What follows belongs to an exercise in optimizing a design on an open flow for small area and a short achievable clock period; a production flow would make more cautious choices.
Where RTL was checked, it was by simulation tests only, not by an equivalence proof against the original.
Power is estimated from default activity; no workload was simulated.

==> lagoon <==
Design adc_to_vga, start of the top module:
module adc_to_vga(clock, reset, ADC_CS_N, ADC_DIN, ADC_SCLK, ADC_DOUT, vga_R, vga_G,
vga_B, vga_clk, vga_blank, vga_sync, vga_h_sync, vga_v_sync);
==> module magnitude, before the edit <==
module magnitude(voltage, clk, reset, pre_last, sel, cv_x, cv_t, cv_u, amp_t, amp_u, dc_offset);
input reset;
input [11:0] voltage;
input clk;
input pre_last;
input sel;
output [11:0] cv_x;
input [2:0] cv_t;
input [3:0] cv_u;
output reg [2:0] amp_t;
output reg [3:0] amp_u;
output reg [11:0] dc_offset;
reg [11:0] max;
reg [11:0] min;
reg [19:0] T;
function lt12(input [11:0] a, input [11:0] b);
	integer i;
	reg l;
	begin
		l = 1'b0;
		for (i = 0; i < 12; i = i + 1)
			l = (~a[i] & b[i]) | (~(a[i] ^ b[i]) & l);
		lt12 = l;
	end
endfunction
function [12:0] add12(input [11:0] a, input [11:0] b, input ci);
	integer i;
	reg c;
	begin
		c = ci;
		for (i = 0; i < 12; i = i + 1) begin
			add12[i] = a[i] ^ b[i] ^ c;
			c = (a[i] & b[i]) | (c & (a[i] ^ b[i]));
		end
		add12[12] = c;
	end
endfunction
localparam [19:0] T0 = 20'd1;
localparam [19:0] TEND = 20'h44F1F;
wire wend = (T == TEND);
wire [12:0] sum = add12(max, min, 1'b0);
wire [12:0] dif = add12(max, ~min, 1'b1);
assign cv_x = sel ? dc_offset : dif[11:0];
always @(posedge clk)
if (reset) begin
	amp_t <= 3'd0;
	amp_u <= 4'd0;
	max <= 12'd0;
	min <= 12'hFFF;
	dc_offset <= 12'd0;
	T <= T0;
end else begin
	dc_offset <= sum[12:1];
	if (wend) begin
		amp_t <= 3'd0;
		amp_u <= 4'd0;
		max <= 12'd0;
		min <= 12'hFFF;
		T <= T0;
	end else begin
		if (~sel) begin
			amp_t <= cv_t;
			amp_u <= cv_u;
		end
		if (lt12(max, voltage)) max <= voltage;
		if (lt12(voltage, min)) min <= voltage;
		T <= {T[18:0], T[19] ^ T[16]};
	end
end
endmodule
==> module frequency, before the edit <==
module frequency(clk, reset, data, mean, f_th, f_h, f_t, f_u);
	input clk;
	input reset;
	input [11:0] mean;
	input [11:0] data;
	output [2:0] f_th;
	output [3:0] f_h, f_t, f_u;
	reg [1:0] mode;
	reg [16:0] e;
	reg [4:0] aux;
	reg [16:0] R;
	reg [4:0] s;
	reg [14:0] Q;
	reg [14:0] fout;
	assign f_th = fout[14:12];
	assign f_h = fout[11:8];
	assign f_t = fout[7:4];
	assign f_u = fout[3:0];
	function lt12(input [11:0] a, input [11:0] b);
		integer i;
		reg l;
		begin
			l = 1'b0;
			for (i = 0; i < 12; i = i + 1)
				l = (~a[i] & b[i]) | (~(a[i] ^ b[i]) & l);
			lt12 = l;
		end
	endfunction
	function [17:0] inc17(input [16:0] x, input ci);
		integer i;
		reg c;
		begin
			c = ci;
			for (i = 0; i < 17; i = i + 1) begin
				inc17[i] = x[i] ^ c;
				c = c & x[i];
			end
			inc17[17] = c;
		end
	endfunction
	function [18:0] sub18(input [17:0] a, input [17:0] b);
		integer i;
		reg c;
		begin
			c = 1'b0;
			for (i = 0; i < 18; i = i + 1) begin
				sub18[i] = a[i] ^ ~b[i] ^ c;
				c = (a[i] & ~b[i]) | (c & (a[i] ^ ~b[i]));
			end
			sub18[18] = c;
		end
	endfunction
	wire lt = lt12(data, mean);
	wire eq = (data == mean);
	wire gt = ~lt & ~eq;
	wire xing = gt & ~mode[0];
	wire inc = (lt & ~mode[1]) | (gt & mode[0]);
	wire sat = e[16] & e[15] & ~e[14] & e[13];
	wire busy = ~(s[4] & s[0]);    
	wire last = s[4] & ~s[0];
	wire [17:0] e1x = inc17(e, ~busy & inc & ~sat);
	wire [16:0] e1 = e1x[16:0];
	wire [17:0] a1x = inc17({12'd0, aux}, inc);
	wire [4:0] aux1 = a1x[4:0];
	reg nb;
	always @(*) begin
		case (s)
			5'd0, 5'd1, 5'd6, 5'd7, 5'd9, 5'd11: nb = 1'b1;
			default: nb = 1'b0;
		endcase
	end
	wire [17:0] rs = {R, nb};
	wire [18:0] dfx = sub18(rs, {1'b0, e});
	wire [17:0] df = dfx[17:0];
	wire ge = dfx[18];
	function [3:0] adj(input [3:0] d);
		case (d)
			4'd5: adj = 4'd8;
			4'd6: adj = 4'd9;
			4'd7: adj = 4'd10;
			4'd8: adj = 4'd11;
			4'd9: adj = 4'd12;
			default: adj = d;
		endcase
	endfunction
	wire [3:0] au = adj(Q[3:0]);
	wire [3:0] at = adj(Q[7:4]);
	wire [3:0] ah = adj(Q[11:8]);
	wire [14:0] Qn = {Q[13:12], ah[3], ah[2:0], at[3], at[2:0], au[3], au[2:0], ge};
	wire qstep = (s >= 5'd5);
	always @(posedge clk) begin
		if (reset) begin
			mode <= 2'b00;
			e <= 17'h1FFFF;
			s <= 5'd17;
			Q <= 15'd0;
			fout <= 15'd0;
		end else begin
			if (xing) begin
				fout <= Q;
				Q <= 15'd0;
				R <= 17'd0;
				s <= 5'd0;
				aux <= 5'd0;
				mode <= 2'b11;
			end else begin
				if (gt & mode == 2'b11) mode <= 2'b01;
				if (lt & mode == 2'b01) mode <= 2'b00;
				R <= ge ? df[16:0] : rs[16:0];    
				if (busy) begin
					if (qstep) Q <= Qn;
					s <= s + 5'd1;   
					aux <= aux1;
					if (last) e <= {12'd0, aux1};
				end
				if (~last) e <= e1;
			end
		end
	end
endmodule
clock: 110.0 ns
lec_check: 0
abc_area: 1
cap_margin: 20
core_margin: 2
core_utilization: 40
slew_margin: 20
run.sh (not shown) runs the stock make flow with config.mk's settings and CLKGATE_MAP_FILE= SYNTH_SCRIPT=/design/flow/synth_recipe.tcl, a recipe that flattens the netlist after the stock synthesis.
==> delta (differences from lagoon) <==
--- a/flow/design.v
+++ b/flow/design.v
@@ -67,13 +67,13 @@
 input [3:0] cv_u;
 output reg [2:0] amp_t;
 output reg [3:0] amp_u;
 output reg [11:0] dc_offset;
 reg [11:0] max;
 reg [11:0] min;
-reg [19:0] T;
+reg [17:0] T;
 function lt12(input [11:0] a, input [11:0] b);
 	integer i;
 	reg l;
 	begin
 		l = 1'b0;
 		for (i = 0; i < 12; i = i + 1)
@@ -90,15 +90,27 @@
 			add12[i] = a[i] ^ b[i] ^ c;
 			c = (a[i] & b[i]) | (c & (a[i] ^ b[i]));
 		end
 		add12[12] = c;
 	end
 endfunction
-localparam [19:0] T0 = 20'd1;
-localparam [19:0] TEND = 20'h44F1F;
-wire wend = (T == TEND);
+function [18:0] inc18(input [17:0] x, input ci);
+	integer i;
+	reg c;
+	begin
+		c = ci;
+		for (i = 0; i < 18; i = i + 1) begin
+			inc18[i] = x[i] ^ c;
+			c = c & x[i];
+		end
+		inc18[18] = c;
+	end
+endfunction
+localparam [17:0] T0 = 18'd62144;    
+wire [18:0] Tn = inc18(T, pre_last);
+wire wend = Tn[18];
 wire [12:0] sum = add12(max, min, 1'b0);
 wire [12:0] dif = add12(max, ~min, 1'b1);
 assign cv_x = sel ? dc_offset : dif[11:0];
 always @(posedge clk)
 if (reset) begin
 	amp_t <= 3'd0;
@@ -119,13 +131,13 @@
 		if (~sel) begin
 			amp_t <= cv_t;
 			amp_u <= cv_u;
 		end
 		if (lt12(max, voltage)) max <= voltage;
 		if (lt12(voltage, min)) min <= voltage;
-		T <= {T[18:0], T[19] ^ T[16]};
+		T <= Tn[17:0];
 	end
 end
 endmodule
 module conv50(x, t, u);
 input [11:0] x;
 output [2:0] t;
@@ -266,14 +278,14 @@
 				s <= 5'd0;
 				aux <= 5'd0;
 				mode <= 2'b11;
 			end else begin
 				if (gt & mode == 2'b11) mode <= 2'b01;
 				if (lt & mode == 2'b01) mode <= 2'b00;
-				R <= ge ? df[16:0] : rs[16:0];    
 				if (busy) begin
+					R <= ge ? df[16:0] : rs[16:0];
 					if (qstep) Q <= Qn;
 					s <= s + 5'd1;   
 					aux <= aux1;
 					if (last) e <= {12'd0, aux1};
 				end
 				if (~last) e <= e1;
- CTS_BUF_LIST: default -> sky130_fd_sc_hd__clkbuf_2
- CTS_CLUSTER_SIZE: default -> 30
==> raven (differences from lagoon) <==
--- a/flow/design.v
+++ b/flow/design.v
@@ -90,91 +90,80 @@
 			add12[i] = a[i] ^ b[i] ^ c;
 			c = (a[i] & b[i]) | (c & (a[i] ^ b[i]));
 		end
 		add12[12] = c;
 	end
 endfunction
-localparam [19:0] T0 = 20'd1;
-localparam [19:0] TEND = 20'h44F1F;
-wire wend = (T == TEND);
+localparam [19:0] T0 = ~20'd1;
+localparam [19:0] TPRE = ~20'hA278F;
+reg wend;
 wire [12:0] sum = add12(max, min, 1'b0);
 wire [12:0] dif = add12(max, ~min, 1'b1);
-assign cv_x = sel ? dc_offset : dif[11:0];
+assign cv_x = sel ? sum[12:1] : dif[11:0];
 always @(posedge clk)
 if (reset) begin
 	amp_t <= 3'd0;
 	amp_u <= 4'd0;
 	max <= 12'd0;
 	min <= 12'hFFF;
 	dc_offset <= 12'd0;
 	T <= T0;
+	wend <= 1'b0;
 end else begin
+	wend <= (T == TPRE);
 	dc_offset <= sum[12:1];
-	if (wend) begin
+	if (wend & ~sel) begin
 		amp_t <= 3'd0;
 		amp_u <= 4'd0;
+	end else begin
+		amp_t <= cv_t;
+		amp_u <= cv_u;
+	end
+	if (wend) begin
 		max <= 12'd0;
 		min <= 12'hFFF;
 		T <= T0;
 	end else begin
-		if (~sel) begin
-			amp_t <= cv_t;
-			amp_u <= cv_u;
-		end
 		if (lt12(max, voltage)) max <= voltage;
 		if (lt12(voltage, min)) min <= voltage;
-		T <= {T[18:0], T[19] ^ T[16]};
+		T <= {T[18:0], ~(T[19] ^ T[16])};
 	end
 end
 endmodule
 module conv50(x, t, u);
 input [11:0] x;
 output [2:0] t;
 output [3:0] u;
-function [13:0] add14(input [13:0] a, input [13:0] b);
+function [14:0] add15(input [14:0] a, input [14:0] b);
 	integer i;
 	reg c;
 	begin
 		c = 1'b0;
-		for (i = 0; i < 14; i = i + 1) begin
-			add14[i] = a[i] ^ b[i] ^ c;
+		for (i = 0; i < 15; i = i + 1) begin
+			add15[i] = a[i] ^ b[i] ^ c;
 			c = (a[i] & b[i]) | (c & (a[i] ^ b[i]));
 		end
 	end
 endfunction
-wire [13:0] p = add14(add14({1'b0, x, 1'b0}, {2'b0, x}), {5'b0, x[11:3]});
-wire [5:0] v = p[13:8];
-reg [6:0] tu;
-always @(*) begin
-	case (v)
-		6'd0: tu = 7'h00; 6'd1: tu = 7'h01; 6'd2: tu = 7'h02; 6'd3: tu = 7'h03; 6'd4: tu = 7'h04;
-		6'd5: tu = 7'h05; 6'd6: tu = 7'h06; 6'd7: tu = 7'h07; 6'd8: tu = 7'h08; 6'd9: tu = 7'h09;
-		6'd10: tu = 7'h10; 6'd11: tu = 7'h11; 6'd12: tu = 7'h12; 6'd13: tu = 7'h13; 6'd14: tu = 7'h14;
-		6'd15: tu = 7'h15; 6'd16: tu = 7'h16; 6'd17: tu = 7'h17; 6'd18: tu = 7'h18; 6'd19: tu = 7'h19;
-		6'd20: tu = 7'h20; 6'd21: tu = 7'h21; 6'd22: tu = 7'h22; 6'd23: tu = 7'h23; 6'd24: tu = 7'h24;
-		6'd25: tu = 7'h25; 6'd26: tu = 7'h26; 6'd27: tu = 7'h27; 6'd28: tu = 7'h28; 6'd29: tu = 7'h29;
-		6'd30: tu = 7'h30; 6'd31: tu = 7'h31; 6'd32: tu = 7'h32; 6'd33: tu = 7'h33; 6'd34: tu = 7'h34;
-		6'd35: tu = 7'h35; 6'd36: tu = 7'h36; 6'd37: tu = 7'h37; 6'd38: tu = 7'h38; 6'd39: tu = 7'h39;
-		6'd40: tu = 7'h40; 6'd41: tu = 7'h41; 6'd42: tu = 7'h42; 6'd43: tu = 7'h43; 6'd44: tu = 7'h44;
-		6'd45: tu = 7'h45; 6'd46: tu = 7'h46; 6'd47: tu = 7'h47; 6'd48: tu = 7'h48; default: tu = 7'h49;
-	endcase
-end
-assign t = tu[6:4];
-assign u = tu[3:0];
+wire [14:0] p = add15({1'b0, x, 2'b0}, {3'b0, x});
+wire [14:0] q = add15({1'b0, p[11:0], 2'b0}, {3'b0, p[11:0]});
+assign t = p[14:12];
+assign u = q[14:11];
 endmodule
 module frequency(clk, reset, data, mean, f_th, f_h, f_t, f_u);
 	input clk;
 	input reset;
 	input [11:0] mean;
 	input [11:0] data;
 	output [2:0] f_th;
 	output [3:0] f_h, f_t, f_u;
 	reg [1:0] mode;
 	reg [16:0] e;
 	reg [4:0] aux;
-	reg [16:0] R;
+	reg [16:0] Rn;    
+	wire [16:0] R = ~Rn;
 	reg [4:0] s;
 	reg [14:0] Q;
 	reg [14:0] fout;
 	assign f_th = fout[14:12];
 	assign f_h = fout[11:8];
 	assign f_t = fout[7:4];
@@ -249,34 +238,39 @@
 	wire [3:0] au = adj(Q[3:0]);
 	wire [3:0] at = adj(Q[7:4]);
 	wire [3:0] ah = adj(Q[11:8]);
 	wire [14:0] Qn = {Q[13:12], ah[3], ah[2:0], at[3], at[2:0], au[3], au[2:0], ge};
 	wire qstep = (s >= 5'd5);
 	always @(posedge clk) begin
+		if (xing) begin
+			Rn <= 17'h1FFFF;
+			aux <= 5'd0;
+		end else begin
+			Rn <= ~(ge ? df[16:0] : rs[16:0]);
+			aux <= aux1;
+		end
+	end
+	always @(posedge clk) begin
 		if (reset) begin
 			mode <= 2'b00;
 			e <= 17'h1FFFF;
 			s <= 5'd17;
 			Q <= 15'd0;
 			fout <= 15'd0;
 		end else begin
 			if (xing) begin
 				fout <= Q;
 				Q <= 15'd0;
-				R <= 17'd0;
 				s <= 5'd0;
-				aux <= 5'd0;
 				mode <= 2'b11;
 			end else begin
 				if (gt & mode == 2'b11) mode <= 2'b01;
 				if (lt & mode == 2'b01) mode <= 2'b00;
-				R <= ge ? df[16:0] : rs[16:0];    
 				if (busy) begin
 					if (qstep) Q <= Qn;
 					s <= s + 5'd1;   
-					aux <= aux1;
 					if (last) e <= {12'd0, aux1};
 				end
 				if (~last) e <= e1;
 			end
 		end
 	end
@@ -327,19 +321,17 @@
     end else if (b) begin
       vga_h_sync <= hs_n;
       vga_v_sync <= vs_n;
       vga_blank <= hs_n & vs_n;
     end
 endmodule
-module vga(vpp_t, vpp_u, off_t, off_u, sel, f_th, f_h, f_t, f_u, clk, reset, vga_h_sync, vga_v_sync, vga_R, vga_G, vga_B, vga_clk, vga_blank, vga_sync);
+module vga(vpp_t, vpp_u, sel, f_th, f_h, f_t, f_u, clk, reset, vga_h_sync, vga_v_sync, vga_R, vga_G, vga_B, vga_clk, vga_blank, vga_sync);
 input clk;
 input reset;
 input [2:0] vpp_t;
 input [3:0] vpp_u;
-input [2:0] off_t;
-input [3:0] off_u;
 output sel;
 input [2:0] f_th;
 input [3:0] f_h, f_t, f_u;
 output vga_h_sync, vga_v_sync, vga_clk, vga_blank, vga_sync;
 output [7:0] vga_R, vga_G, vga_B;
 wire [9:0] X;
@@ -378,14 +370,14 @@
 reg qf, qm;
 always @(*) begin
 	dg = 4'd0; qf = 1'b0; qm = 1'b0;
 	if (X < 10'd96) dg = {1'b0, vpp_t};
 	else if (X < 10'd128) dg = vpp_u;
 	else if (X < 10'd240) dg = 4'd0;
-	else if (X < 10'd264) dg = {1'b0, off_t};
-	else if (X < 10'd320) begin dg = off_u; qf = 1'b1; end
+	else if (X < 10'd264) dg = {1'b0, vpp_t};
+	else if (X < 10'd320) begin dg = vpp_u; qf = 1'b1; end
 	else if (X < 10'd412) dg = 4'd0;
 	else if (X < 10'd427) begin dg = {1'b0, f_th}; qm = 1'b1; end
 	else if (X < 10'd442) dg = f_h;
 	else if (X < 10'd457) dg = f_t;
 	else dg = f_u;
 end
@@ -450,10 +442,10 @@
 	.serial_parallel_data(serial_parallel_data), .pre_last(pre_last));
 magnitude system_2(.voltage(serial_parallel_data), .clk(clock), .reset(reset), .pre_last(pre_last), .sel(sel), .cv_x(cv_x), .cv_t(cv_t), .cv_u(cv_u),
 	.amp_t(amp_t), .amp_u(amp_u), .dc_offset(signal_offset));
 conv50 cv(.x(cv_x), .t(cv_t), .u(cv_u));
 frequency system_3(.clk(clock), .reset(reset), .data(serial_parallel_data), .mean(signal_offset),
 	.f_th(f_th), .f_h(f_h), .f_t(f_t), .f_u(f_u));
-vga system_4(.vpp_t(amp_t), .vpp_u(amp_u), .off_t(cv_t), .off_u(cv_u), .sel(sel), .f_th(f_th), .f_h(f_h), .f_t(f_t), .f_u(f_u),
+vga system_4(.vpp_t(amp_t), .vpp_u(amp_u), .sel(sel), .f_th(f_th), .f_h(f_h), .f_t(f_t), .f_u(f_u),
 	.clk(clock), .reset(reset), .vga_h_sync(vga_h_sync), .vga_v_sync(vga_v_sync),
 	.vga_R(vga_R), .vga_G(vga_G), .vga_B(vga_B), .vga_clk(vga_clk), .vga_blank(vga_blank), .vga_sync(vga_sync));
 endmodule
==> flow/flow/run.sh (new file) <==
#!/bin/bash
# Standard layout; the only change is the cell used for the port buffers
# (a plain buf_2 instead of the one the resizer picks), so that the output
# and input paths are not slowed by a delay cell.
set -o pipefail
export BUFFER_PORTS_ARGS="-buffer_cell sky130_fd_sc_hd__buf_2"
bash standard.sh > standard.log 2>&1
==> flow/standard.sh (new file) <==
#!/bin/bash
# synth_recipe.tcl (not shown) runs the flow's synth.tcl, then flattens the netlist and writes it again
# the make line also repeats each setting of config.mk as NAME=value (left out here)
make -C /OpenROAD-flow-scripts/flow DESIGN_CONFIG=/design/flow/config.mk WORK_HOME=/design/flow/orfs CLKGATE_MAP_FILE= SYNTH_SCRIPT=/design/flow/synth_recipe.tcl "${@:-finish}"
- CAP_MARGIN: 20 -> 50
- CORE_UTILIZATION: 40 -> 65
- CTS_BUF_LIST: default -> sky130_fd_sc_hd__clkbuf_4 sky130_fd_sc_hd__clkbuf_8
- CTS_CLUSTER_DIAMETER: default -> 50
- CTS_CLUSTER_SIZE: default -> 20
- SLEW_MARGIN: 20 -> 70
removed: flow/run.sh
==> run notes <==
status complete, no violations; CP Capture Point vga_R[2]; final wirelength 25.07 mm; CP Capture Type output pin; met3 Track Usage GR 3.206%; power share of the clock group 21.0%; fraction of area in registers 32.82%; Avg Cell Area, Syn 7.491 um2; Lkg Pwr 5.949 nW; diode count 0
-- figures above: raven

==> run notes <==
fraction of area in registers a little under a third; Compound-Gate Fraction of Synth Area 12.39%; GRT Total Usage 16.71%; final wirelength 27.60 mm; Avg Cell Area, Syn 7.461 um2; power share of the clock group around 18%; antenna violations before repair 0; Lkg Pwr 6.568 nW; CP Capture Type flip-flop; met3 Track Usage GR 1.857%; relative slew slack 36.67%; Max-Cap Viols 0; diode count 0; Worst R2R End system_3.R[13]$_SDFFCE_PP0N_; vias in the first global route 10.02k; CP Capture Point system_2.amp_t[1]$_SDFFE_PP0N_; Worst-Skew Late Latency 0.52 ns; status complete, no violations
-- figures above: lagoon

==> run notes <==
Largest cell class multi-input gates; CP Capture Type output pin; Avg Cell Area, Syn 7.440 um2; CP Capture Point vga_G[7]; met3 Track Usage GR 2.905%; Final Non-Filler Cells 2,255; Clock Path Buffers 3; first-pass GRT wire length 47.43 mm; status complete, no violations; final wirelength 27.57 mm; largest family of logic cells by synthesized area simple AND/OR/NAND/NOR gates; diode count 1; post-route cell area 14,050 um2; hold path cells 1
-- figures above: delta

Function not checked in lagoon: the RTL went through the layout flow alone.

## what the ideal ports hide
The flow's constraints put no driver on any port. The routed layouts listed below were extracted and timed again, unchanged, in two steps. Step 1 sets driving cells, clkbuf_16 on the clock port and buf_2 on the other inputs (assumed; they add their load-dependent delay and slew). Step 2 adds t to the input delays and takes it off the output delays; t is the mean of the earliest and latest rising clock arrival at the registers after step 1. Input paths then give back, and output paths get back, about the clock's delay inside the block. Slacks: ideal ports / drivers / drivers and shift; pairs: ideal ports / drivers.
| run | t, ns | setup WS [ns] | worst register clock-pin slew, ns | worst slew at a driven data input, ns |
|---|---|---|---|---|
| lagoon | 0.564 | 85.458 / 85.489 / 84.925 | 0.06 / 0.06 | 0.03 |
| delta | 0.865 | 86.080 / 86.035 / 86.288 | 0.12 / 0.12 | 0.03 |
| raven | 0.609 | 86.755 / 86.713 / 86.456 | 0.11 / 0.11 | 0.03 |
After both steps setup and hold are still met in every run listed. The setup slack of lagoon, which loses most, moves by +0.031 ns with the drivers and by -0.533 ns with both steps.
